Source: an optimization exercise on an open RTL-to-GDS flow (aim: small area and a short achievable clock period). Production flows keep margins and buffers that such runs may drop. The RTL was checked by simulation tests, not by an equivalence proof against the original design. Power and IR drop assume default switching activity.

==> flow/design.v <==
`timescale 1ns/1ps
module alu(clk, rst_n, src1, src2, ALU_control, result, zero, cout, overflow);
input           clk;
input           rst_n;
input  [32-1:0] src1;
input  [32-1:0] src2;
input   [4-1:0] ALU_control;
output [32-1:0] result;
output          zero;
output          cout;
output          overflow;
reg [32-1:0] result;
reg          cout;
reg          overflow;
wire i_1 = ~ALU_control[1];
wire i_2 = ~ALU_control[0];
wire subn_3 = ~(ALU_control[2] & ALU_control[1]);
wire subn_4 = ~(ALU_control[2] & ALU_control[1]);
wire subn_5 = ~(ALU_control[2] & ALU_control[1]);
wire subn_6 = ~(ALU_control[2] & ALU_control[1]);
wire m_7 = ~(ALU_control[3] | ALU_control[0] | i_1);
wire i_8 = ~m_7;
wire slt_9 = ~(ALU_control[3] | i_2 | i_1);
wire i_10 = ~ALU_control[3];
wire kgn_11 = ~i_1;
wire x01_12 = (ALU_control[0] ^ ALU_control[1]);
wire kpn_13 = ~(x01_12 | ALU_control[3]);
wire bx_14 = ~(src2[0] ^ subn_3);
wire gn_15 = ~(src1[0] & bx_14);
wire pn_16 = ~(src1[0] ^ bx_14);
wire y_17 = ~((gn_15 | kgn_11) & (pn_16 | kpn_13));
wire bx_18 = ~(src2[1] ^ subn_3);
wire gn_19 = ~(src1[1] & bx_18);
wire pn_20 = ~(src1[1] ^ bx_18);
wire y_21 = ~((gn_19 | kgn_11) & (pn_20 | kpn_13));
wire bx_22 = ~(src2[2] ^ subn_3);
wire gn_23 = ~(src1[2] & bx_22);
wire pn_24 = ~(src1[2] ^ bx_22);
wire y_25 = ~((gn_23 | kgn_11) & (pn_24 | kpn_13));
wire bx_26 = ~(src2[3] ^ subn_3);
wire gn_27 = ~(src1[3] & bx_26);
wire pn_28 = ~(src1[3] ^ bx_26);
wire y_29 = ~((gn_27 | kgn_11) & (pn_28 | kpn_13));
wire bx_30 = ~(src2[4] ^ subn_3);
wire gn_31 = ~(src1[4] & bx_30);
wire pn_32 = ~(src1[4] ^ bx_30);
wire y_33 = ~((gn_31 | kgn_11) & (pn_32 | kpn_13));
wire bx_34 = ~(src2[5] ^ subn_3);
wire gn_35 = ~(src1[5] & bx_34);
wire pn_36 = ~(src1[5] ^ bx_34);
wire y_37 = ~((gn_35 | kgn_11) & (pn_36 | kpn_13));
wire bx_38 = ~(src2[6] ^ subn_3);
wire gn_39 = ~(src1[6] & bx_38);
wire pn_40 = ~(src1[6] ^ bx_38);
wire y_41 = ~((gn_39 | kgn_11) & (pn_40 | kpn_13));
wire bx_42 = ~(src2[7] ^ subn_3);
wire gn_43 = ~(src1[7] & bx_42);
wire pn_44 = ~(src1[7] ^ bx_42);
wire y_45 = ~((gn_43 | kgn_11) & (pn_44 | kpn_13));
wire bx_46 = ~(src2[8] ^ subn_4);
wire gn_47 = ~(src1[8] & bx_46);
wire pn_48 = ~(src1[8] ^ bx_46);
wire y_49 = ~((gn_47 | kgn_11) & (pn_48 | kpn_13));
wire bx_50 = ~(src2[9] ^ subn_4);
wire gn_51 = ~(src1[9] & bx_50);
wire pn_52 = ~(src1[9] ^ bx_50);
wire y_53 = ~((gn_51 | kgn_11) & (pn_52 | kpn_13));
wire bx_54 = ~(src2[10] ^ subn_4);
wire gn_55 = ~(src1[10] & bx_54);
wire pn_56 = ~(src1[10] ^ bx_54);
wire y_57 = ~((gn_55 | kgn_11) & (pn_56 | kpn_13));
wire bx_58 = ~(src2[11] ^ subn_4);
wire gn_59 = ~(src1[11] & bx_58);
wire pn_60 = ~(src1[11] ^ bx_58);
wire y_61 = ~((gn_59 | kgn_11) & (pn_60 | kpn_13));
wire bx_62 = ~(src2[12] ^ subn_4);
wire gn_63 = ~(src1[12] & bx_62);
wire pn_64 = ~(src1[12] ^ bx_62);
wire y_65 = ~((gn_63 | kgn_11) & (pn_64 | kpn_13));
wire bx_66 = ~(src2[13] ^ subn_4);
wire gn_67 = ~(src1[13] & bx_66);
wire pn_68 = ~(src1[13] ^ bx_66);
wire y_69 = ~((gn_67 | kgn_11) & (pn_68 | kpn_13));
wire bx_70 = ~(src2[14] ^ subn_4);
wire gn_71 = ~(src1[14] & bx_70);
wire pn_72 = ~(src1[14] ^ bx_70);
wire y_73 = ~((gn_71 | kgn_11) & (pn_72 | kpn_13));
wire bx_74 = ~(src2[15] ^ subn_4);
wire gn_75 = ~(src1[15] & bx_74);
wire pn_76 = ~(src1[15] ^ bx_74);
wire y_77 = ~((gn_75 | kgn_11) & (pn_76 | kpn_13));
wire bx_78 = ~(src2[16] ^ subn_5);
wire gn_79 = ~(src1[16] & bx_78);
wire pn_80 = ~(src1[16] ^ bx_78);
wire y_81 = ~((gn_79 | kgn_11) & (pn_80 | kpn_13));
wire bx_82 = ~(src2[17] ^ subn_5);
wire gn_83 = ~(src1[17] & bx_82);
wire pn_84 = ~(src1[17] ^ bx_82);
wire y_85 = ~((gn_83 | kgn_11) & (pn_84 | kpn_13));
wire bx_86 = ~(src2[18] ^ subn_5);
wire gn_87 = ~(src1[18] & bx_86);
wire pn_88 = ~(src1[18] ^ bx_86);
wire y_89 = ~((gn_87 | kgn_11) & (pn_88 | kpn_13));
wire bx_90 = ~(src2[19] ^ subn_5);
wire gn_91 = ~(src1[19] & bx_90);
wire pn_92 = ~(src1[19] ^ bx_90);
wire y_93 = ~((gn_91 | kgn_11) & (pn_92 | kpn_13));
wire bx_94 = ~(src2[20] ^ subn_5);
wire gn_95 = ~(src1[20] & bx_94);
wire pn_96 = ~(src1[20] ^ bx_94);
wire y_97 = ~((gn_95 | kgn_11) & (pn_96 | kpn_13));
wire bx_98 = ~(src2[21] ^ subn_5);
wire gn_99 = ~(src1[21] & bx_98);
wire pn_100 = ~(src1[21] ^ bx_98);
wire y_101 = ~((gn_99 | kgn_11) & (pn_100 | kpn_13));
wire bx_102 = ~(src2[22] ^ subn_5);
wire gn_103 = ~(src1[22] & bx_102);
wire pn_104 = ~(src1[22] ^ bx_102);
wire y_105 = ~((gn_103 | kgn_11) & (pn_104 | kpn_13));
wire bx_106 = ~(src2[23] ^ subn_5);
wire gn_107 = ~(src1[23] & bx_106);
wire pn_108 = ~(src1[23] ^ bx_106);
wire y_109 = ~((gn_107 | kgn_11) & (pn_108 | kpn_13));
wire bx_110 = ~(src2[24] ^ subn_6);
wire gn_111 = ~(src1[24] & bx_110);
wire pn_112 = ~(src1[24] ^ bx_110);
wire y_113 = ~((gn_111 | kgn_11) & (pn_112 | kpn_13));
wire bx_114 = ~(src2[25] ^ subn_6);
wire gn_115 = ~(src1[25] & bx_114);
wire pn_116 = ~(src1[25] ^ bx_114);
wire y_117 = ~((gn_115 | kgn_11) & (pn_116 | kpn_13));
wire bx_118 = ~(src2[26] ^ subn_6);
wire gn_119 = ~(src1[26] & bx_118);
wire pn_120 = ~(src1[26] ^ bx_118);
wire y_121 = ~((gn_119 | kgn_11) & (pn_120 | kpn_13));
wire bx_122 = ~(src2[27] ^ subn_6);
wire gn_123 = ~(src1[27] & bx_122);
wire pn_124 = ~(src1[27] ^ bx_122);
wire y_125 = ~((gn_123 | kgn_11) & (pn_124 | kpn_13));
wire bx_126 = ~(src2[28] ^ subn_6);
wire gn_127 = ~(src1[28] & bx_126);
wire pn_128 = ~(src1[28] ^ bx_126);
wire y_129 = ~((gn_127 | kgn_11) & (pn_128 | kpn_13));
wire bx_130 = ~(src2[29] ^ subn_6);
wire gn_131 = ~(src1[29] & bx_130);
wire pn_132 = ~(src1[29] ^ bx_130);
wire y_133 = ~((gn_131 | kgn_11) & (pn_132 | kpn_13));
wire bx_134 = ~(src2[30] ^ subn_6);
wire gn_135 = ~(src1[30] & bx_134);
wire pn_136 = ~(src1[30] ^ bx_134);
wire y_137 = ~((gn_135 | kgn_11) & (pn_136 | kpn_13));
wire bx_138 = ~(src2[31] ^ subn_6);
wire gn_139 = ~(src1[31] & bx_138);
wire pn_140 = ~(src1[31] ^ bx_138);
wire y_141 = ~((gn_139 | kgn_11) & (pn_140 | kpn_13));
wire G_142 = ~((pn_16 | subn_3) & gn_15);
wire i_143 = ~G_142;
wire G_144 = ~((pn_20 | i_143) & gn_19);
wire G_145 = ~((pn_28 | gn_23) & gn_27);
wire P_146 = ~(pn_28 | pn_24);
wire G_147 = ~((pn_36 | gn_31) & gn_35);
wire P_148 = ~(pn_36 | pn_32);
wire G_149 = ~((pn_44 | gn_39) & gn_43);
wire P_150 = ~(pn_44 | pn_40);
wire G_151 = ~((pn_52 | gn_47) & gn_51);
wire P_152 = ~(pn_52 | pn_48);
wire G_153 = ~((pn_60 | gn_55) & gn_59);
wire P_154 = ~(pn_60 | pn_56);
wire G_155 = ~((pn_68 | gn_63) & gn_67);
wire P_156 = ~(pn_68 | pn_64);
wire G_157 = ~((pn_76 | gn_71) & gn_75);
wire P_158 = ~(pn_76 | pn_72);
wire G_159 = ~((pn_84 | gn_79) & gn_83);
wire P_160 = ~(pn_84 | pn_80);
wire G_161 = ~((pn_92 | gn_87) & gn_91);
wire P_162 = ~(pn_92 | pn_88);
wire G_163 = ~((pn_100 | gn_95) & gn_99);
wire P_164 = ~(pn_100 | pn_96);
wire G_165 = ~((pn_108 | gn_103) & gn_107);
wire P_166 = ~(pn_108 | pn_104);
wire G_167 = ~((pn_116 | gn_111) & gn_115);
wire P_168 = ~(pn_116 | pn_112);
wire G_169 = ~((pn_124 | gn_119) & gn_123);
wire P_170 = ~(pn_124 | pn_120);
wire G_171 = ~((pn_132 | gn_127) & gn_131);
wire P_172 = ~(pn_132 | pn_128);
wire G_173 = ~((pn_140 | gn_135) & gn_139);
wire P_174 = ~(pn_140 | pn_136);
wire G_175 = ~((P_146 & G_144) | G_145);
wire G_176 = ~((P_150 & G_147) | G_149);
wire P_177 = ~(P_150 & P_148);
wire G_178 = ~((P_154 & G_151) | G_153);
wire P_179 = ~(P_154 & P_152);
wire G_180 = ~((P_158 & G_155) | G_157);
wire P_181 = ~(P_158 & P_156);
wire G_182 = ~((P_162 & G_159) | G_161);
wire P_183 = ~(P_162 & P_160);
wire G_184 = ~((P_166 & G_163) | G_165);
wire P_185 = ~(P_166 & P_164);
wire G_186 = ~((P_170 & G_167) | G_169);
wire P_187 = ~(P_170 & P_168);
wire G_188 = ~((P_174 & G_171) | G_173);
wire P_189 = ~(P_174 & P_172);
wire i_190 = ~G_175;
wire G_191 = ~((P_148 & i_190) | G_147);
wire G_192 = ~((P_177 | G_175) & G_176);
wire i_193 = ~G_155;
wire i_194 = ~P_156;
wire G_195 = ~((i_194 | G_178) & i_193);
wire P_196 = ~(i_194 | P_179);
wire G_197 = ~((P_181 | G_178) & G_180);
wire P_198 = ~(P_181 | P_179);
wire i_199 = ~G_163;
wire i_200 = ~P_164;
wire G_201 = ~((i_200 | G_182) & i_199);
wire P_202 = ~(i_200 | P_183);
wire G_203 = ~((P_185 | G_182) & G_184);
wire P_204 = ~(P_185 | P_183);
wire i_205 = ~G_171;
wire i_206 = ~P_172;
wire G_207 = ~((i_206 | G_186) & i_205);
wire P_208 = ~(i_206 | P_187);
wire G_209 = ~((P_189 | G_186) & G_188);
wire P_210 = ~(P_189 | P_187);
wire G_211 = ~((P_152 & G_192) | G_151);
wire i_212 = ~G_192;
wire G_213 = ~((P_179 | i_212) & G_178);
wire G_214 = ~((P_196 & G_192) | G_195);
wire G_215 = ~((P_198 & G_192) | G_197);
wire G_216 = ~((P_168 & G_203) | G_167);
wire P_217 = ~(P_168 & P_204);
wire i_218 = ~G_203;
wire i_219 = ~P_204;
wire G_220 = ~((P_187 | i_218) & G_186);
wire P_221 = ~(P_187 | i_219);
wire G_222 = ~((P_208 & G_203) | G_207);
wire P_223 = ~(P_208 & P_204);
wire G_224 = ~((P_210 & G_203) | G_209);
wire P_225 = ~(P_210 & P_204);
wire i_226 = ~G_215;
wire G_227 = ~((P_160 & i_226) | G_159);
wire G_228 = ~((P_183 | G_215) & G_182);
wire G_229 = ~((P_202 & i_226) | G_201);
wire G_230 = ~((P_204 & i_226) | G_203);
wire G_231 = ~((P_217 | G_215) & G_216);
wire G_232 = ~((P_221 & i_226) | G_220);
wire G_233 = ~((P_223 | G_215) & G_222);
wire G_234 = ~((P_225 | G_215) & G_224);
wire i_235 = ~G_144;
wire G_236 = ~((pn_24 | i_235) & gn_23);
wire G_237 = ~((pn_32 | G_175) & gn_31);
wire G_238 = ~((pn_40 | G_191) & gn_39);
wire G_239 = ~((pn_48 | i_212) & gn_47);
wire G_240 = ~((pn_56 | G_211) & gn_55);
wire i_241 = ~G_213;
wire G_242 = ~((pn_64 | i_241) & gn_63);
wire G_243 = ~((pn_72 | G_214) & gn_71);
wire G_244 = ~((pn_80 | G_215) & gn_79);
wire G_245 = ~((pn_88 | G_227) & gn_87);
wire i_246 = ~G_228;
wire G_247 = ~((pn_96 | i_246) & gn_95);
wire G_248 = ~((pn_104 | G_229) & gn_103);
wire G_249 = ~((pn_112 | G_230) & gn_111);
wire i_250 = ~G_231;
wire G_251 = ~((pn_120 | i_250) & gn_119);
wire G_252 = ~((pn_128 | G_232) & gn_127);
wire i_253 = ~G_233;
wire G_254 = ~((pn_136 | i_253) & gn_135);
wire cm_255 = ~((subn_3 | i_8) & i_10);
wire r_256 = (y_17 ^ cm_255);
wire cmn_257 = ~((G_142 & m_7) | ALU_control[3]);
wire r_258 = ~(y_21 ^ cmn_257);
wire cmn_259 = ~((G_144 & m_7) | ALU_control[3]);
wire r_260 = ~(y_25 ^ cmn_259);
wire cmn_261 = ~((G_236 & m_7) | ALU_control[3]);
wire r_262 = ~(y_29 ^ cmn_261);
wire cm_263 = ~((G_175 | i_8) & i_10);
wire r_264 = (y_33 ^ cm_263);
wire cmn_265 = ~((G_237 & m_7) | ALU_control[3]);
wire r_266 = ~(y_37 ^ cmn_265);
wire cm_267 = ~((G_191 | i_8) & i_10);
wire r_268 = (y_41 ^ cm_267);
wire cmn_269 = ~((G_238 & m_7) | ALU_control[3]);
wire r_270 = ~(y_45 ^ cmn_269);
wire cmn_271 = ~((G_192 & m_7) | ALU_control[3]);
wire r_272 = ~(y_49 ^ cmn_271);
wire cmn_273 = ~((G_239 & m_7) | ALU_control[3]);
wire r_274 = ~(y_53 ^ cmn_273);
wire cm_275 = ~((G_211 | i_8) & i_10);
wire r_276 = (y_57 ^ cm_275);
wire cmn_277 = ~((G_240 & m_7) | ALU_control[3]);
wire r_278 = ~(y_61 ^ cmn_277);
wire cmn_279 = ~((G_213 & m_7) | ALU_control[3]);
wire r_280 = ~(y_65 ^ cmn_279);
wire cmn_281 = ~((G_242 & m_7) | ALU_control[3]);
wire r_282 = ~(y_69 ^ cmn_281);
wire cm_283 = ~((G_214 | i_8) & i_10);
wire r_284 = (y_73 ^ cm_283);
wire cmn_285 = ~((G_243 & m_7) | ALU_control[3]);
wire r_286 = ~(y_77 ^ cmn_285);
wire cm_287 = ~((G_215 | i_8) & i_10);
wire r_288 = (y_81 ^ cm_287);
wire cmn_289 = ~((G_244 & m_7) | ALU_control[3]);
wire r_290 = ~(y_85 ^ cmn_289);
wire cm_291 = ~((G_227 | i_8) & i_10);
wire r_292 = (y_89 ^ cm_291);
wire cmn_293 = ~((G_245 & m_7) | ALU_control[3]);
wire r_294 = ~(y_93 ^ cmn_293);
wire cmn_295 = ~((G_228 & m_7) | ALU_control[3]);
wire r_296 = ~(y_97 ^ cmn_295);
wire cmn_297 = ~((G_247 & m_7) | ALU_control[3]);
wire r_298 = ~(y_101 ^ cmn_297);
wire cm_299 = ~((G_229 | i_8) & i_10);
wire r_300 = (y_105 ^ cm_299);
wire cmn_301 = ~((G_248 & m_7) | ALU_control[3]);
wire r_302 = ~(y_109 ^ cmn_301);
wire cm_303 = ~((G_230 | i_8) & i_10);
wire r_304 = (y_113 ^ cm_303);
wire cmn_305 = ~((G_249 & m_7) | ALU_control[3]);
wire r_306 = ~(y_117 ^ cmn_305);
wire cmn_307 = ~((G_231 & m_7) | ALU_control[3]);
wire r_308 = ~(y_121 ^ cmn_307);
wire cmn_309 = ~((G_251 & m_7) | ALU_control[3]);
wire r_310 = ~(y_125 ^ cmn_309);
wire cm_311 = ~((G_232 | i_8) & i_10);
wire r_312 = (y_129 ^ cm_311);
wire cmn_313 = ~((G_252 & m_7) | ALU_control[3]);
wire r_314 = ~(y_133 ^ cmn_313);
wire cmn_315 = ~((G_233 & m_7) | ALU_control[3]);
wire r_316 = ~(y_137 ^ cmn_315);
wire cmn_317 = ~((G_254 & m_7) | ALU_control[3]);
wire r_318 = ~(y_141 ^ cmn_317);
wire s31_319 = ~(pn_140 ^ G_254);
wire r0_320 = ((s31_319 & slt_9) | r_256);
wire co_321 = (m_7 & G_234);
wire ovx_322 = (G_254 ^ G_234);
wire ov_323 = (m_7 & ovx_322);
wire z_324 = ~(result[0] | result[1] | result[2] | result[3]);
wire z_325 = ~(result[4] | result[5] | result[6] | result[7]);
wire z_326 = ~(result[8] | result[9] | result[10] | result[11]);
wire z_327 = ~(result[12] | result[13] | result[14] | result[15]);
wire z_328 = ~(result[16] | result[17] | result[18] | result[19]);
wire z_329 = ~(result[20] | result[21] | result[22] | result[23]);
wire z_330 = ~(result[24] | result[25] | result[26] | result[27]);
wire z_331 = ~(result[28] | result[29] | result[30] | result[31]);
wire zn_332 = ~(z_324 & z_325 & z_326 & z_327);
wire zn_333 = ~(z_328 & z_329 & z_330 & z_331);
wire zero_334 = ~(zn_332 | zn_333);
wire [31:0] next_result = {r_318, r_316, r_314, r_312, r_310, r_308, r_306, r_304, r_302, r_300, r_298, r_296, r_294, r_292, r_290, r_288, r_286, r_284, r_282, r_280, r_278, r_276, r_274, r_272, r_270, r_268, r_266, r_264, r_262, r_260, r_258, r0_320};
always @(posedge clk or negedge rst_n)
    if (!rst_n) begin
        result   <= 32'b0;
        cout     <= 1'b0;
        overflow <= 1'b0;
    end else begin
        result   <= next_result;
        cout     <= co_321;
        overflow <= ov_323;
    end
assign zero = zero_334;
endmodule
==> flow/flow/run.sh <==
#!/bin/bash
# Layout flow: the standard ORFS flow (standard.sh), with these changes:
#  - synthesis takes flow/netlist.v, a hand-mapped netlist of the same circuit as rtl/
#    (generated with it by gen/hgen.py; registers named as Yosys names them);
#  - full/half adder cells are not used (flow/dont_use.txt adds them to the don't-use list);
#  - ports are buffered with sky130_fd_sc_hd__buf_1;
#  - timing repair aims at a setup margin.
# make's output goes to flow_make.log here; each ORFS step logs under orfs/logs.
set -euo pipefail
HERE=$(pwd)
DU="$(tr '\n' ' ' < "$HERE/flow/dont_use.txt")"
bash standard.sh \
  "SYNTH_NETLIST_FILES=$HERE/flow/netlist.v" \
  "DONT_USE_CELLS=$DU" \
  "BUFFER_PORTS_ARGS=-buffer_cell sky130_fd_sc_hd__buf_1" \
  "SETUP_SLACK_MARGIN=17.5"  \
  finish > "$HERE/flow_make.log" 2>&1
==> flow/flow/dont_use.txt <==
sky130_fd_sc_hd__probe_p_8
sky130_fd_sc_hd__probec_p_8
sky130_fd_sc_hd__lpflow_bleeder_1
sky130_fd_sc_hd__lpflow_clkbufkapwr_1
sky130_fd_sc_hd__lpflow_clkbufkapwr_16
sky130_fd_sc_hd__lpflow_clkbufkapwr_2
sky130_fd_sc_hd__lpflow_clkbufkapwr_4
sky130_fd_sc_hd__lpflow_clkbufkapwr_8
sky130_fd_sc_hd__lpflow_clkinvkapwr_1
sky130_fd_sc_hd__lpflow_clkinvkapwr_16
sky130_fd_sc_hd__lpflow_clkinvkapwr_2
sky130_fd_sc_hd__lpflow_clkinvkapwr_4
sky130_fd_sc_hd__lpflow_clkinvkapwr_8
sky130_fd_sc_hd__lpflow_decapkapwr_12
sky130_fd_sc_hd__lpflow_decapkapwr_3
sky130_fd_sc_hd__lpflow_decapkapwr_4
sky130_fd_sc_hd__lpflow_decapkapwr_6
sky130_fd_sc_hd__lpflow_decapkapwr_8
sky130_fd_sc_hd__lpflow_inputiso0n_1
sky130_fd_sc_hd__lpflow_inputiso0p_1
sky130_fd_sc_hd__lpflow_inputiso1n_1
sky130_fd_sc_hd__lpflow_inputiso1p_1
sky130_fd_sc_hd__lpflow_inputisolatch_1
sky130_fd_sc_hd__lpflow_isobufsrc_1
sky130_fd_sc_hd__lpflow_isobufsrc_16
sky130_fd_sc_hd__lpflow_isobufsrc_2
sky130_fd_sc_hd__lpflow_isobufsrc_4
sky130_fd_sc_hd__lpflow_isobufsrc_8
sky130_fd_sc_hd__lpflow_isobufsrckapwr_16
sky130_fd_sc_hd__lpflow_lsbuf_lh_hl_isowell_tap_1
sky130_fd_sc_hd__lpflow_lsbuf_lh_hl_isowell_tap_2
sky130_fd_sc_hd__lpflow_lsbuf_lh_hl_isowell_tap_4
sky130_fd_sc_hd__lpflow_lsbuf_lh_isowell_4
sky130_fd_sc_hd__lpflow_lsbuf_lh_isowell_tap_1
sky130_fd_sc_hd__lpflow_lsbuf_lh_isowell_tap_2
sky130_fd_sc_hd__lpflow_lsbuf_lh_isowell_tap_4
sky130_fd_sc_hd__fa_1
sky130_fd_sc_hd__fa_2
sky130_fd_sc_hd__fa_4
sky130_fd_sc_hd__fah_1
sky130_fd_sc_hd__fahcin_1
sky130_fd_sc_hd__fahcon_1
sky130_fd_sc_hd__ha_1
sky130_fd_sc_hd__ha_2
sky130_fd_sc_hd__ha_4
==> flow/standard.sh <==
#!/bin/bash
# synth_recipe.tcl (not shown) runs the flow's synth.tcl, then flattens the netlist and writes it again
# the make line also repeats each setting of config.mk as NAME=value (left out here)
make -C /OpenROAD-flow-scripts/flow DESIGN_CONFIG=/design/flow/config.mk WORK_HOME=/design/flow/orfs CLKGATE_MAP_FILE= SYNTH_SCRIPT=/design/flow/synth_recipe.tcl "${@:-finish}"
==> flow/config.mk <==
export PLATFORM = sky130hd
export DESIGN_NAME = alu
export DESIGN_NICKNAME = alu
export VERILOG_FILES = /design/flow/design.v
export SDC_FILE = /design/flow/constraint.sdc
export NUM_CORES = 8
export LEC_CHECK = 0
export CAP_MARGIN = 20
export CORE_MARGIN = 2
export CORE_UTILIZATION = 40
export SLEW_MARGIN = 20
==> flow/constraint.sdc <==
create_clock -name core_clock -period 25.0 [get_ports {clk}]
set_input_delay 5.0000 -clock core_clock [delete_from_list [all_inputs] [get_ports {clk}]]
set_output_delay 5.0000 -clock core_clock [all_outputs]
set_load 0.01 [all_outputs]
Not shown: flow/flow/netlist.v
==> metrics.md, run 1 <==
| Metric | Value |
|---|---|
| Hold buffer count at CTS | `0` |
| Top cell by count, worst path | `o21ai_2` |
| Final estimated routing congestion in global placement | `0.839` |
| Worst-path cell chain | `buf_2, nand2_4, xnor2_2, xnor2_1, o21ai_1, inv_1, o21ai_2, a21oi_2, o21ai_2, a21oi_4, o21ai_1, inv_1, o21ai_2, xnor2_1, a21o_1` |
| M2 GR Usage | `0.339` |
| Worst Setup Start Kind | `input pin` |
| Initial Utilization | `0.415` |
| Core ar. | `0.00683 sq mm` |
| Vias | `2914` |
| GR Layer Usage met3 | `0.0224` |
| Crit path DAT | `7.46 ns` |
| Non-clock buffer share of cell area | `0.120` |
| Final worst setup slack | `17.71 ns` |
| Sequential power share | `0.361` |
| Met1 Routed Length | `3.31 mm` |
| Final period utilization | `0.292` |
| Detail Route met2 WL | `3.79 mm` |
| Outcome | `no timing/DRC/antenna violations` |
| Total global routing overflow | `0` |
| CLK BUF | `6` |
| Fmax | `0.137 GHz` |
| Post-CTS Setup Bufs | `0` |
| Part of the power in combinational logic | `0.447` |
| Die Span Y | `88.2 um` |
| Mapped Cells | `368` |
| Syn. warnings | `0` |
| Buf/Inv on CP | `3` |
| Post-DP HPWL | `5.73 mm` |
| Final Util | `0.516` |
| Seq area share | `0.241` |
| Max-cap violations | `0` |
| Vias in the first global route | `2615` |
| Leak | `1.27 nW` |
| Post-Layout Cell Count | `578` |
| Setup TNS | `0 ns` |
| Hold WS | `4.81 ns` |
| Inst Count DP | `571` |
| Data required, critical path | `25.17 ns` |
| Highest metal layer with signal wires | `met4` |
| Fin crit period | `7.29 ns` |
==> inputs of run 2 (changes only) <==
--- a/flow/design.v
+++ b/flow/design.v
@@ -330,23 +330,25 @@
 wire r_316 = ~(y_137 ^ cmn_315);
 wire cmn_317 = ~((G_254 & m_7) | ALU_control[3]);
 wire r_318 = ~(y_141 ^ cmn_317);
-wire s31_319 = ~(pn_140 ^ G_254);
-wire r0_320 = ((s31_319 & slt_9) | r_256);
-wire co_321 = (m_7 & G_234);
-wire ovx_322 = (G_254 ^ G_234);
-wire ov_323 = (m_7 & ovx_322);
-wire z_324 = ~(result[0] | result[1] | result[2] | result[3]);
-wire z_325 = ~(result[4] | result[5] | result[6] | result[7]);
-wire z_326 = ~(result[8] | result[9] | result[10] | result[11]);
-wire z_327 = ~(result[12] | result[13] | result[14] | result[15]);
-wire z_328 = ~(result[16] | result[17] | result[18] | result[19]);
-wire z_329 = ~(result[20] | result[21] | result[22] | result[23]);
-wire z_330 = ~(result[24] | result[25] | result[26] | result[27]);
-wire z_331 = ~(result[28] | result[29] | result[30] | result[31]);
-wire zn_332 = ~(z_324 & z_325 & z_326 & z_327);
-wire zn_333 = ~(z_328 & z_329 & z_330 & z_331);
-wire zero_334 = ~(zn_332 | zn_333);
-wire [31:0] next_result = {r_318, r_316, r_314, r_312, r_310, r_308, r_306, r_304, r_302, r_300, r_298, r_296, r_294, r_292, r_290, r_288, r_286, r_284, r_282, r_280, r_278, r_276, r_274, r_272, r_270, r_268, r_266, r_264, r_262, r_260, r_258, r0_320};
+wire i_319 = ~pn_140;
+wire e0_320 = ~((slt_9 & i_319) | r_256);
+wire e1_321 = ~((slt_9 & pn_140) | r_256);
+wire r0_322 = ~(G_254 ? e1_321 : e0_320);
+wire co_323 = (m_7 & G_234);
+wire ovx_324 = (G_254 ^ G_234);
+wire ov_325 = (m_7 & ovx_324);
+wire z_326 = ~(result[0] | result[1] | result[2] | result[3]);
+wire z_327 = ~(result[4] | result[5] | result[6] | result[7]);
+wire z_328 = ~(result[8] | result[9] | result[10] | result[11]);
+wire z_329 = ~(result[12] | result[13] | result[14] | result[15]);
+wire z_330 = ~(result[16] | result[17] | result[18] | result[19]);
+wire z_331 = ~(result[20] | result[21] | result[22] | result[23]);
+wire z_332 = ~(result[24] | result[25] | result[26] | result[27]);
+wire z_333 = ~(result[28] | result[29] | result[30] | result[31]);
+wire zn_334 = ~(z_326 & z_327 & z_328 & z_329);
+wire zn_335 = ~(z_330 & z_331 & z_332 & z_333);
+wire zero_336 = ~(zn_334 | zn_335);
+wire [31:0] next_result = {r_318, r_316, r_314, r_312, r_310, r_308, r_306, r_304, r_302, r_300, r_298, r_296, r_294, r_292, r_290, r_288, r_286, r_284, r_282, r_280, r_278, r_276, r_274, r_272, r_270, r_268, r_266, r_264, r_262, r_260, r_258, r0_322};
 always @(posedge clk or negedge rst_n)
     if (!rst_n) begin
         result   <= 32'b0;
@@ -354,8 +356,8 @@
         overflow <= 1'b0;
     end else begin
         result   <= next_result;
-        cout     <= co_321;
-        overflow <= ov_323;
+        cout     <= co_323;
+        overflow <= ov_325;
     end
-assign zero = zero_334;
+assign zero = zero_336;
 endmodule
--- a/flow/flow/netlist.v
+++ b/flow/flow/netlist.v
@@ -326,21 +326,23 @@
   wire r_316;
   wire cmn_317;
   wire r_318;
-  wire s31_319;
-  wire r0_320;
-  wire co_321;
-  wire ovx_322;
-  wire ov_323;
-  wire z_324;
-  wire z_325;
+  wire i_319;
+  wire e0_320;
+  wire e1_321;
+  wire r0_322;
+  wire co_323;
+  wire ovx_324;
+  wire ov_325;
   wire z_326;
   wire z_327;
   wire z_328;
   wire z_329;
   wire z_330;
   wire z_331;
-  wire zn_332;
-  wire zn_333;
+  wire z_332;
+  wire z_333;
+  wire zn_334;
+  wire zn_335;
   sky130_fd_sc_hd__inv_1 u0 (.A(ALU_control[1]), .Y(i_1));
   sky130_fd_sc_hd__inv_1 u1 (.A(ALU_control[0]), .Y(i_2));
   sky130_fd_sc_hd__nand2_1 u2 (.A(ALU_control[2]), .B(ALU_control[1]), .Y(subn_3));
@@ -659,25 +661,27 @@
   sky130_fd_sc_hd__xnor2_1 u315 (.A(y_137), .B(cmn_315), .Y(r_316));
   sky130_fd_sc_hd__a21oi_1 u316 (.A1(G_254), .A2(m_7), .B1(ALU_control[3]), .Y(cmn_317));
   sky130_fd_sc_hd__xnor2_1 u317 (.A(y_141), .B(cmn_317), .Y(r_318));
-  sky130_fd_sc_hd__xnor2_1 u318 (.A(pn_140), .B(G_254), .Y(s31_319));
-  sky130_fd_sc_hd__a21o_1 u319 (.A1(s31_319), .A2(slt_9), .B1(r_256), .X(r0_320));
-  sky130_fd_sc_hd__and2_1 u320 (.A(m_7), .B(G_234), .X(co_321));
-  sky130_fd_sc_hd__xor2_1 u321 (.A(G_254), .B(G_234), .X(ovx_322));
-  sky130_fd_sc_hd__and2_1 u322 (.A(m_7), .B(ovx_322), .X(ov_323));
-  sky130_fd_sc_hd__nor4_1 u323 (.A(result[0]), .B(result[1]), .C(result[2]), .D(result[3]), .Y(z_324));
-  sky130_fd_sc_hd__nor4_1 u324 (.A(result[4]), .B(result[5]), .C(result[6]), .D(result[7]), .Y(z_325));
-  sky130_fd_sc_hd__nor4_1 u325 (.A(result[8]), .B(result[9]), .C(result[10]), .D(result[11]), .Y(z_326));
-  sky130_fd_sc_hd__nor4_1 u326 (.A(result[12]), .B(result[13]), .C(result[14]), .D(result[15]), .Y(z_327));
-  sky130_fd_sc_hd__nor4_1 u327 (.A(result[16]), .B(result[17]), .C(result[18]), .D(result[19]), .Y(z_328));
-  sky130_fd_sc_hd__nor4_1 u328 (.A(result[20]), .B(result[21]), .C(result[22]), .D(result[23]), .Y(z_329));
-  sky130_fd_sc_hd__nor4_1 u329 (.A(result[24]), .B(result[25]), .C(result[26]), .D(result[27]), .Y(z_330));
-  sky130_fd_sc_hd__nor4_1 u330 (.A(result[28]), .B(result[29]), .C(result[30]), .D(result[31]), .Y(z_331));
-  sky130_fd_sc_hd__nand4_1 u331 (.A(z_324), .B(z_325), .C(z_326), .D(z_327), .Y(zn_332));
-  sky130_fd_sc_hd__nand4_1 u332 (.A(z_328), .B(z_329), .C(z_330), .D(z_331), .Y(zn_333));
-  sky130_fd_sc_hd__nor2_1 u333 (.A(zn_332), .B(zn_333), .Y(zero));
-  sky130_fd_sc_hd__dfrtp_1 \cout$_DFF_PN0_  (.CLK(clk), .D(co_321), .Q(cout), .RESET_B(rst_n));
-  sky130_fd_sc_hd__dfrtp_1 \overflow$_DFF_PN0_  (.CLK(clk), .D(ov_323), .Q(overflow), .RESET_B(rst_n));
-  sky130_fd_sc_hd__dfrtp_1 \result[0]$_DFF_PN0_  (.CLK(clk), .D(r0_320), .Q(result[0]), .RESET_B(rst_n));
+  sky130_fd_sc_hd__inv_1 u318 (.A(pn_140), .Y(i_319));
+  sky130_fd_sc_hd__a21oi_1 u319 (.A1(slt_9), .A2(i_319), .B1(r_256), .Y(e0_320));
+  sky130_fd_sc_hd__a21oi_1 u320 (.A1(slt_9), .A2(pn_140), .B1(r_256), .Y(e1_321));
+  sky130_fd_sc_hd__mux2i_1 u321 (.A0(e0_320), .A1(e1_321), .S(G_254), .Y(r0_322));
+  sky130_fd_sc_hd__and2_1 u322 (.A(m_7), .B(G_234), .X(co_323));
+  sky130_fd_sc_hd__xor2_1 u323 (.A(G_254), .B(G_234), .X(ovx_324));
+  sky130_fd_sc_hd__and2_1 u324 (.A(m_7), .B(ovx_324), .X(ov_325));
+  sky130_fd_sc_hd__nor4_1 u325 (.A(result[0]), .B(result[1]), .C(result[2]), .D(result[3]), .Y(z_326));
+  sky130_fd_sc_hd__nor4_1 u326 (.A(result[4]), .B(result[5]), .C(result[6]), .D(result[7]), .Y(z_327));
+  sky130_fd_sc_hd__nor4_1 u327 (.A(result[8]), .B(result[9]), .C(result[10]), .D(result[11]), .Y(z_328));
+  sky130_fd_sc_hd__nor4_1 u328 (.A(result[12]), .B(result[13]), .C(result[14]), .D(result[15]), .Y(z_329));
+  sky130_fd_sc_hd__nor4_1 u329 (.A(result[16]), .B(result[17]), .C(result[18]), .D(result[19]), .Y(z_330));
+  sky130_fd_sc_hd__nor4_1 u330 (.A(result[20]), .B(result[21]), .C(result[22]), .D(result[23]), .Y(z_331));
+  sky130_fd_sc_hd__nor4_1 u331 (.A(result[24]), .B(result[25]), .C(result[26]), .D(result[27]), .Y(z_332));
+  sky130_fd_sc_hd__nor4_1 u332 (.A(result[28]), .B(result[29]), .C(result[30]), .D(result[31]), .Y(z_333));
+  sky130_fd_sc_hd__nand4_1 u333 (.A(z_326), .B(z_327), .C(z_328), .D(z_329), .Y(zn_334));
+  sky130_fd_sc_hd__nand4_1 u334 (.A(z_330), .B(z_331), .C(z_332), .D(z_333), .Y(zn_335));
+  sky130_fd_sc_hd__nor2_1 u335 (.A(zn_334), .B(zn_335), .Y(zero));
+  sky130_fd_sc_hd__dfrtp_1 \cout$_DFF_PN0_  (.CLK(clk), .D(co_323), .Q(cout), .RESET_B(rst_n));
+  sky130_fd_sc_hd__dfrtp_1 \overflow$_DFF_PN0_  (.CLK(clk), .D(ov_325), .Q(overflow), .RESET_B(rst_n));
+  sky130_fd_sc_hd__dfrtp_1 \result[0]$_DFF_PN0_  (.CLK(clk), .D(r0_322), .Q(result[0]), .RESET_B(rst_n));
   sky130_fd_sc_hd__dfrtp_1 \result[1]$_DFF_PN0_  (.CLK(clk), .D(r_258), .Q(result[1]), .RESET_B(rst_n));
   sky130_fd_sc_hd__dfrtp_1 \result[2]$_DFF_PN0_  (.CLK(clk), .D(r_260), .Q(result[2]), .RESET_B(rst_n));
   sky130_fd_sc_hd__dfrtp_1 \result[3]$_DFF_PN0_  (.CLK(clk), .D(r_262), .Q(result[3]), .RESET_B(rst_n));
==> run 2 against run 1 <==
  * Total power is 0.70% lower
  * Sequential share of layout area rose by 0.052 points
  * Final cell count increased by 0.52%
  * Clock power down 5%
  * Synthesized cell count is 0.54% higher
  * Critical path depth unchanged
  * Die area rose by 0.25%
  * Non-clock buffer count unchanged
  * Routed wire length increased by 2.4%
  * Sequential cell count unchanged
  * Largest cell class unchanged
  * Largest power group unchanged
  * Highest routed layer unchanged
==> metrics.md, run 2 <==
| Metric | Value |
|---|---|
| RSZ-0062 raised after global routing | `no` |
| Setup TNS | `0 ns (unchanged)` |
| Final estimated routing congestion in global placement | `0.856 (+2.0%)` |
| Root Buffer | `clkbuf_8` |
| Data required, critical path | `25.17 ns (about the same)` |
| Max-cap violations | `0 (unchanged)` |
| Post-DP HPWL | `5.91 mm (+3.1%)` |
| Post-Layout Cell Count | `581 (+0.52%)` |
| WS Path Type | `input pin to flop` |
| Worst-path cell chain | `clkbuf_2, nand2_4, xnor2_2, xnor2_1, o21ai_1, inv_1, o21ai_1, a21oi_2, o21ai_2, a21oi_4, o21ai_1, inv_1, o21ai_2, a21oi_1, xnor2_1` |
| CTS max path bufs | `2` |
| Crit path DAT | `7.36 ns (-0.10 ns)` |
| Syn_area_per_cell | `7.69 sq um` |
| Crit path max-delay family | `compound AO/OA/AOI/OAI gates` |
| I/O pins | `105` |
| Die W | `88.3 um` |
| Share of post-route cells with drive strength above 1 | `0.0474` |
| Worst-path maximum fanout | `10` |
| Final worst setup slack | `17.81 ns (+0.104 ns)` |
| H-tree depth | `2` |
| Max FFs per register | `32` |
| Final count of hold timing violations | `0` |
| Fin crit period | `7.19 ns (-0.104 ns)` |
| Post-Route WL | `7.73 mm` |
| Global-route wire length before repair | `12.3 mm` |
| Syn. warnings | `0 (unchanged)` |
| Crit. End Element | `flop` |
| Biggest regs | `result: 32 flops, cout: 1 flops, overflow: 1 flops` |
| Initial antenna violation count | `0` |
| Mapped cell area | `0.00284 sq mm` |
| Power Density | `58.3 mW/mm^2` |
| Drt drc | `0` |
| Slew HR | `0.267` |
| N_diodes | `0` |
| Peak per-stage delay on the critical path | `0.25 ns` |
| Fmax | `0.139 GHz (+1.4%)` |
| Inst Count DP | `573 (+0.35%)` |
| DR pass1 iterations | `4` |
| CP max-delay cell | `o21ai_1` |
| Post-layout nets | `555` |
| Final setup fails | `0` |
| Post-route ant nets | `0` |
| Hold WS | `4.81 ns (-0.00326 ns)` |
| Commonest non-fill, non-tap cell in the layout | `buf_1` |
| Buf/Inv on CP | `3 (unchanged)` |
| Final period utilization | `0.288 (-0.00416)` |
| Clock tree from TritonCTS | `done` |
| Vias per inst | `5.19` |
| Actual slew at the worst max-slew pin | `1.10 ns` |
| Die area | `0.00780 sq mm` |
| Commonest non-fill, non-tap cells in the layout | `101 x buf_1, 85 x xnor2_1, 53 x o21ai_1` |
| Register clock-pin slew on the reported worst setup and hold paths | `0.06 ns` |
| Setup WS pre-CTS | `16.66 ns` |
| Mapped Cells | `370 (+0.54%)` |
| Area growth syn-to-layout | `23.7%` |
| Number of CTS-inserted buffers | `5` |
| Starting DRC count in detailed routing | `144` |
| Core ar. | `0.00683 sq mm (unchanged)` |
| Largest net degree at the start of global routing | `35` |
| Buffers added on ports | `104` |
| Worst Setup Start Kind | `input pin` |
| Max Transition Viols Final | `0` |
| Outcome | `no timing/DRC/antenna violations` |
| Total global routing overflow | `0 (unchanged)` |
| Initial Utilization | `0.416 (+0.00110)` |
| Routed wire per std cell | `13.3 um` |
| Vias in the first global route | `2799 (+7.0%)` |
| Leak | `1.27 nW (-0.45%)` |
| GRT Total Usage | `0.201` |
| Vias | `3017 (+3.5%)` |
| Fill count | `713` |
| CTS sink cnt | `34` |
| Largest Register | `result` |
| Worst min path class | `input pin to async pin` |
| Maximum VDD drop | `20.9 uV` |
| Die Span Y | `88.3 um (+0.12%)` |
| Top cell by count, worst path | `o21ai_1` |
| Rows | `30` |
| Syn nets | `440` |
run 2: changes by cell type in the layout (fill, tap and decap cells not counted), sizes merged:
cell and delta:
a21o -1, a21oi +2, buf -1, clkbuf +2, inv +1, mux2i +1
xnor2 -1
run 2: metal layers:
metal,vias to the layer above,GRT usage,part of all wire
li1,1521,-,-
met5,-,0,0
met1,1392,0.247,0.43
met2,100,0.360,0.50
met4,0,0.0537,0.0048
met3,4,0.0382,0.062
run 2: report_power, final:
part | switching, mW | total (mW) | leakage (nW) | internal (mW)
Sequential | 0.00721 | 0.0747 | 0.400 | 0.0674
Combinational | 0.0560 | 0.0927 | 0.827 | 0.0367
Clock | 0.0186 | 0.0378 | 0.0383 | 0.0191
run 2: path summary, 6_finish.rpt:
kind	from	end	slack [ns]	cells past startpoint
max in group asynchronous	rst_n	cout$_DFF_PN0_	19.66	1
min in group core_clock	src1[3]	result[3]$_DFF_PN0_	5.14	4
max	ALU_control[1]	result[31]$_DFF_PN0_	17.81	15
min	rst_n	result[21]$_DFF_PN0_	4.81	1
run 2: area by class of cell:
cell class | instances | area [sq um] | share of cell area
Sequential cell | 34 | 851 | 0.242
Clock buffer | 7 | 76.3 | 0.0217
Inverter | 23 | 86.3 | 0.0245
Multi-Input combinational cell | 313 | 1960 | 0.557
Timing Repair Buffer | 108 | 424 | 0.121
Tap cell | 96 | 120 | 0.0342
run 2: what timing repair did:
item,CTS,global route
hold endpoints to repair,0,0
hold buffers,0,0
pin swaps,1,0
resized for setup,5,8
setup buffers,1,0
setup endpoints to repair,19,14
run 2: stage by stage:
stage,cell area (sq um),power (mW),utilization
final,3520,0.205,0.515
after global routing,3520,0.221,0.515
after CTS,3490,0.206,0.511
after detailed placement,3390,0.167,0.496
after global placement,3390,0.165,0.496
after floorplan,2840,0.137,-
==> inputs of run 3 (changes only) <==
--- a/flow/flow/run.sh
+++ b/flow/flow/run.sh
@@ -13,5 +13,5 @@
   "SYNTH_NETLIST_FILES=$HERE/flow/netlist.v" \
   "DONT_USE_CELLS=$DU" \
   "BUFFER_PORTS_ARGS=-buffer_cell sky130_fd_sc_hd__buf_1" \
-  "SETUP_SLACK_MARGIN=17.5"  \
+  "SETUP_SLACK_MARGIN=17.7"  \
   finish > "$HERE/flow_make.log" 2>&1
==> run 3 against run 2 <==
  * Still clean on timing, DRC and antenna
  * Total power up 2.5%
  * Clock power up 11%
  * Via count down 1.2%
  * Critical path depth down 2
  * First-iteration DRC count down 31%
  * Design area up 1.1%
  * Die area unchanged
  * Synthesized cell count unchanged
  * Largest power group unchanged
==> metrics.md, run 3 <==
| Metric | Value |
|---|---|
| Outcome | `no timing/DRC/antenna violations` |
| Final count of hold timing violations | `0 (unchanged)` |
| Power Density | `59.1 mW/mm^2 (+1.4%)` |
| Maximum VDD drop | `20.5 uV (-1.8%)` |
| Commonest non-fill, non-tap cell in the layout | `buf_1` |
| Root Buffer | `clkbuf_8` |
| Grt peak-use layer | `met2` |
| Die Span Y | `88.3 um (unchanged)` |
| Worst-path maximum fanout | `10 (unchanged)` |
| Drt drc | `0 (unchanged)` |
| Mapped cell area | `0.00284 sq mm (unchanged)` |
| Vias | `2981 (-1.2%)` |
| Max-cap violations | `0 (unchanged)` |
| Fin crit period | `7.10 ns (-0.0933 ns)` |
| Inst Count DP | `573 (unchanged)` |
| CTS sink cnt | `34 (unchanged)` |
| Global-route wire length before repair | `12.1 mm (-1.5%)` |
| Number of CTS-inserted buffers | `5 (unchanged)` |
| DR pass1 iterations | `4 (unchanged)` |
| Met1 global-route usage | `0.250 (+0.00389)` |
| Buffers added on ports | `104 (unchanged)` |
| Post-route ant nets | `0 (unchanged)` |
| Crit. End Element | `flop` |
| Biggest regs | `result: 32 flops, cout: 1 flops, overflow: 1 flops` |
| Die area | `0.00780 sq mm (unchanged)` |
| Largest net degree at the start of global routing | `35 (unchanged)` |
| Total global routing overflow | `0 (unchanged)` |
| WS Path Type | `input pin to flop` |
| Mapped Cells | `370 (unchanged)` |
| Largest Register | `result` |
| Vias in the first global route | `2760 (-1.4%)` |
| Max Transition Viols Final | `0 (unchanged)` |
| Initial antenna violation count | `0 (unchanged)` |
| Syn nets | `440 (unchanged)` |
| Clock tree from TritonCTS | `done` |
| Area growth syn-to-layout | `25.0%` |
| Data required, critical path | `25.21 ns (+0.04 ns)` |
| Fmax | `0.141 GHz (+1.3%)` |
| Hold buffer count at CTS | `0 (unchanged)` |
| Syn. warnings | `0 (unchanged)` |
| Fill count | `736 (+3.2%)` |
| Max FFs per register | `32 (unchanged)` |
| CTS max path bufs | `2 (unchanged)` |
| Post-Route WL | `7.66 mm (-0.87%)` |
| GR Layer Usage met3 | `0.0420 (+0.00373)` |
| Crit path DAT | `7.31 ns (-0.05 ns)` |
| Worst Setup Start Kind | `input pin` |
| Routed wire per std cell | `13.2 um (-1.0%)` |
| Final period utilization | `0.284 (-0.00373)` |
| Post-layout nets | `555 (unchanged)` |
| Actual slew at the worst max-slew pin | `1.11 ns (+0.0159 ns)` |
| H-tree depth | `2 (unchanged)` |
| Final setup fails | `0 (unchanged)` |
| M2 GR Usage | `0.342 (-0.0178)` |
| Slew HR | `0.256 (-0.0106)` |
| Vias per inst | `5.12 (-1.4%)` |
| Commonest non-fill, non-tap cells in the layout | `101 x buf_1, 85 x xnor2_1, 51 x o21ai_1` |
| Core ar. | `0.00683 sq mm (unchanged)` |
| Final estimated routing congestion in global placement | `0.851 (-0.63%)` |
| Share of post-route cells with drive strength above 1 | `0.0576 (+0.0102)` |
| Die W | `88.3 um (unchanged)` |
| GRT Total Usage | `0.198 (-0.00299)` |
| N_diodes | `0 (unchanged)` |
| Worst min path class | `input pin to async pin` |
| Post-Layout Cell Count | `582 (+0.17%)` |
| Post-DP HPWL | `5.85 mm (-0.99%)` |
| RSZ-0062 raised after global routing | `yes` |
| Starting DRC count in detailed routing | `100 (-31%)` |
| Initial Utilization | `0.416 (unchanged)` |
| Leak | `1.28 nW (+1.4%)` |
| Syn_area_per_cell | `7.69 sq um (unchanged)` |
| Register clock-pin slew on the reported worst setup and hold paths | `0.07 ns (about the same)` |
| I/O pins | `105 (unchanged)` |
| Setup TNS | `0 ns (unchanged)` |
| Rows | `30 (unchanged)` |
run 3: power by group:
| group | switching [mW] | total, mW | internal, mW | leakage (nW) |
|---|---|---|---|---|
| clock network | 0.0198 | 0.0420 | 0.0222 | 0.0482 |
| registers | 0.00742 | 0.0748 | 0.0674 | 0.400 |
| logic | 0.0564 | 0.0934 | 0.0370 | 0.835 |
| total | 0.0836 | 0.210 | 0.127 | 1.28 |
run 3: cell type report:
cell class	count	area, sq um	area share
clock buffers	7	86.3	0.0243
repair buffers	108	424	0.119
well taps	96	120	0.0338
flip-flops and latches	34	851	0.239
multi-input cells	313	1980	0.558
clock inverters	1	5.00	0.00141
inverters	23	86.3	0.0243
run 3: repair_timing:
item | in CTS | in global routing
cloned | 0 | 0
pin swaps | 0 | 2
buffers inserted | 0 | 1
gates resized for setup | 10 | 6
endpoints found under the setup margin | 19 | 13
run 3: how the worst max path moves through the flow:
stage	startpoint	endpoint	slack [ns]	cells past startpoint
6_report	ALU_control[1]	result[25]$_DFF_PN0_	17.90	13
4_1_cts	ALU_control[2]	result[19]$_DFF_PN0_	17.73	15
3_5_place_dp	ALU_control[1]	result[19]$_DFF_PN0_	16.89	15
5_1_grt	ALU_control[1]	result[23]$_DFF_PN0_	17.69	15
3_3_place_gp	ALU_control[1]	result[29]$_DFF_PN0_	17.03	15
2_1_floorplan	ALU_control[1]	result[31]$_DFF_PN0_	17.73	14
run 3: critical path, stage by stage:
cell and delay, ns:
buf_2 0.19, nand2_4 0.15, xnor2_1 0.24, xnor2_1 0.19
o21ai_1 0.13, a21oi_1 0.27, o21ai_4 0.13, a21oi_4 0.24
inv_1 0.15, a21oi_1 0.21, o21ai_1 0.08, a21oi_1 0.17
xnor2_1 0.14
run 3: stage by stage:
stage | hold WS [ns] | instance area, sq um | utilization | setup WS [ns] | power, mW
after floorplan | 4.70 | 2860 | - | 17.73 | 0.137
after global placement | 5.15 | 3400 | 0.497 | 17.03 | 0.165
after detailed placement | 5.14 | 3400 | 0.497 | 16.89 | 0.167
after CTS | 4.83 | 3530 | 0.516 | 17.73 | 0.211
after global routing | 4.87 | 3550 | 0.520 | 17.69 | 0.225
final | 4.81 | 3550 | 0.520 | 17.90 | 0.210
run 3: routing by layer:
layer,share of wire,vias to the layer above
met1,0.45,1364
li1,-,1518
met2,0.48,93
met4,0.0074,0
met5,0,-
met3,0.059,6

==> port drivers added, routing unchanged <==
The results above use ideal ports. As a check the final layouts listed here were re-extracted and re-timed, cells and wires unchanged. Step 1 (the two cells are an assumption about what drives the block):
set clk [get_ports {clk}]
set_driving_cell -lib_cell sky130_fd_sc_hd__clkbuf_16 $clk
set_driving_cell -lib_cell sky130_fd_sc_hd__buf_2 [delete_from_list [all_inputs] $clk]
Step 2 moves the port delays by t, midway between the first and last clock arrival at a register: inputs arrive t later, outputs are due t later. That takes back most of the time a late clock gives input paths. a / b / c = ideal ports / drivers / drivers and shift; a / b = the first two.
run	t (ns)	setup slack, ns	worst data-port slew with drivers (ns)
run 1	0.304	17.707 / 17.713 / 17.409	0.05
run 2	0.315	17.810 / 17.797 / 17.483	0.05
run 3	0.312	17.904 / 17.895 / 17.582	0.05
After both steps every run listed still meets setup and hold. For run 2, which loses most, drivers alone change the setup slack by -0.013 ns; drivers and shift together by -0.327 ns.
